Context: an optimization exercise on an open-source flow, tuned for small area and a short achievable clock period. The choices shown serve that exercise and are no tape-out recipe. In this exercise RTL edits were held to simulation tests only and were not proved equivalent to the original.

== main ==
## mul_signed_64
module mul_signed_64(
    input clk,
    input rst_n,
    input stb,
    input [63:0] din1,
    input [63:0] din2,
    output valid_out,
    output [127:0] dout
);
For scale: ~260 I/O pins, about 130000 um2 of cells after synthesis.
clock: 5.5 ns
lec_check: 0
abc_area: 1
cap_margin: 20
core_margin: 2
core_utilization: 40
cts_cluster_diameter: 100
cts_cluster_size: 20
setup_slack_margin: 3.05
slew_margin: 20
standard.sh (not shown) runs the stock make flow with config.mk's settings and CLKGATE_MAP_FILE= SYNTH_SCRIPT=/design/flow/synth_recipe.tcl, a recipe that flattens the netlist after the stock synthesis.
==> flow/flow/run.sh <==
#!/bin/bash
set -euo pipefail
# port buffers: a plain buffer instead of the delay cell buffer_ports picks by default
export BUFFER_PORTS_ARGS="-buffer_cell sky130_fd_sc_hd__buf_2"
here=$(pwd)
orfs=$(grep -o 'WORK_HOME=[^ ]*' standard.sh | head -1 | cut -d= -f2 | tr -d "'")
res=$orfs/results/$FLOW_PLATFORM/mul_signed_64/base
bash standard.sh "$res/1_2_yosys.v" > "$here/synth.log" 2>&1
python3 flow/fa_polarity.py "$res/1_2_yosys.v" "$res/1_2_yosys.pol.v" > "$here/fa_polarity.log" 2>&1
mv "$res/1_2_yosys.pol.v" "$res/1_2_yosys.v"
bash standard.sh > "$here/layout.log" 2>&1
Other scripts of this flow, unchanged in this note and not shown: flow/flow/fa_polarity.py
What the feature branch does differently from main at the input level:
diff --git a/flow/config.mk b/flow/config.mk
--- a/flow/config.mk
+++ b/flow/config.mk
@@ -12,4 +12,4 @@
 export CTS_CLUSTER_DIAMETER = 100
 export CTS_CLUSTER_SIZE = 20
-export SETUP_SLACK_MARGIN = 3.05
+export SETUP_SLACK_MARGIN = 2.9
 export SLEW_MARGIN = 20
Notes after the runs:
Worst hold slack ended up 0.017 ns higher on the feature branch than on main.
Compared with main, number of cells upsized or downsized after cts in the feature branch decreased by more than a quarter.
Compared to main, the feature branch has sequential share of layout area 0.56 points higher.
main → the feature branch: routing usage on met3 now smaller; area after detailed placement held steady; via count went down by 3.2%; number of filler instances in the final layout now sits higher.
main -> the feature branch: first-iteration DRC count decreased by more than 10%
main ended up with more cell instances than the feature branch did.
Relative to main, multi-input logic area has decreased by 400 um2 in the feature branch.
When the feature branch is measured against main, its setup slack of the critical path after layout turns out 0.097 ns lower.

mul_signed_64, a different RTL version from the one above (not shown whole).
For scale: about 12000 cells after synthesis, roughly 260 I/O pins.
Design mul_signed_64, start of the top module:
module mul_signed_64(
    input clk,
    input rst_n,
    input stb,
    input [63:0] din1,
    input [63:0] din2,
    output valid_out,
    output [127:0] dout
);
==> flow/config.mk <==
export PLATFORM = sky130hd
export DESIGN_NAME = mul_signed_64
export DESIGN_NICKNAME = mul_signed_64
export VERILOG_FILES = /design/flow/design.v
export SDC_FILE = /design/flow/constraint.sdc
export NUM_CORES = 4
export LEC_CHECK = 0
export ABC_AREA = 1
export CAP_MARGIN = 20
export CORE_MARGIN = 2
export CORE_UTILIZATION = 40
export SETUP_SLACK_MARGIN = 2.3
export SLEW_MARGIN = 20
==> flow/constraint.sdc <==
create_clock -name core_clock -period 5.5 [get_ports {clk}]
set_input_delay 1.1000 -clock core_clock [delete_from_list [all_inputs] [get_ports {clk}]]
set_output_delay 1.1000 -clock core_clock [all_outputs]
set_load 0.01 [all_outputs]
==> flow/flow/run.sh <==
#!/bin/bash
set -euo pipefail
here=$(pwd)
orfs=$(grep -o 'WORK_HOME=[^ ]*' standard.sh | head -1 | cut -d= -f2 | tr -d "'")
res=$orfs/results/$FLOW_PLATFORM/mul_signed_64/base
bash standard.sh "$res/1_2_yosys.v" > "$here/synth.log" 2>&1
python3 flow/fa_polarity.py "$res/1_2_yosys.v" "$res/1_2_yosys.pol.v" > "$here/fa_polarity.log" 2>&1
mv "$res/1_2_yosys.pol.v" "$res/1_2_yosys.v"
bash standard.sh > "$here/layout.log" 2>&1
Other scripts of this flow, unchanged in this note and not shown: flow/flow/fa_polarity.py
Edit:
--- a/flow/flow/run.sh
+++ b/flow/flow/run.sh
@@ -2,2 +2,4 @@
 set -euo pipefail
+# port buffers: a plain buffer instead of the delay cell buffer_ports picks by default
+export BUFFER_PORTS_ARGS="-buffer_cell sky130_fd_sc_hd__buf_2"
 here=$(pwd)
- CORE_UTILIZATION: 40 -> 45
- SETUP_SLACK_MARGIN: 2.3 -> 2.4
Setup slack gets better by 0.081 ns.
Utilization came out higher by 5.4 points.
Worst hold slack is worse by 0.010 ns.

## static timing again, ports no longer ideal
How much do the figures lean on ideal ports? The routed layouts below were timed once more, with nothing changed but the port constraints. Step 1, drivers: a clkbuf_16 drives clk and a buf_2 each remaining input, both assumed. Step 2 adds t to the input delays and takes it off the output delays; t is the mean of the earliest and latest rising clock arrival at the registers after step 1. Input paths then give back, and output paths get back, about the clock's delay inside the block. Slacks: ideal ports / drivers / drivers and shift; pairs: ideal ports / drivers.
| run | t (ns) | setup WS [ns] | hold slack, ns | slew at the worst register clock pin (ns) |
|---|---|---|---|---|
| main | 0.986 | 2.903 / 2.903 / 2.903 | 0.292 / 0.262 / 0.327 | 0.11 / 0.11 |
| the feature branch | 0.976 | 2.806 / 2.806 / 2.806 | 0.309 / 0.264 / 0.327 | 0.10 / 0.10 |
| the first run of note 2 | 0.963 | 2.096 / 2.017 / 1.054 | 0.324 / 0.321 / 0.324 | 0.07 / 0.07 |
| the second run of note 2 | 0.980 | 2.177 / 2.177 / 1.276 | 0.314 / 0.227 / 0.324 | 0.07 / 0.07 |
After both steps setup and hold are still met in every run listed. The setup slack of the first run of note 2, which loses most, moves by -0.079 ns with the drivers and by -1.042 ns with both steps.
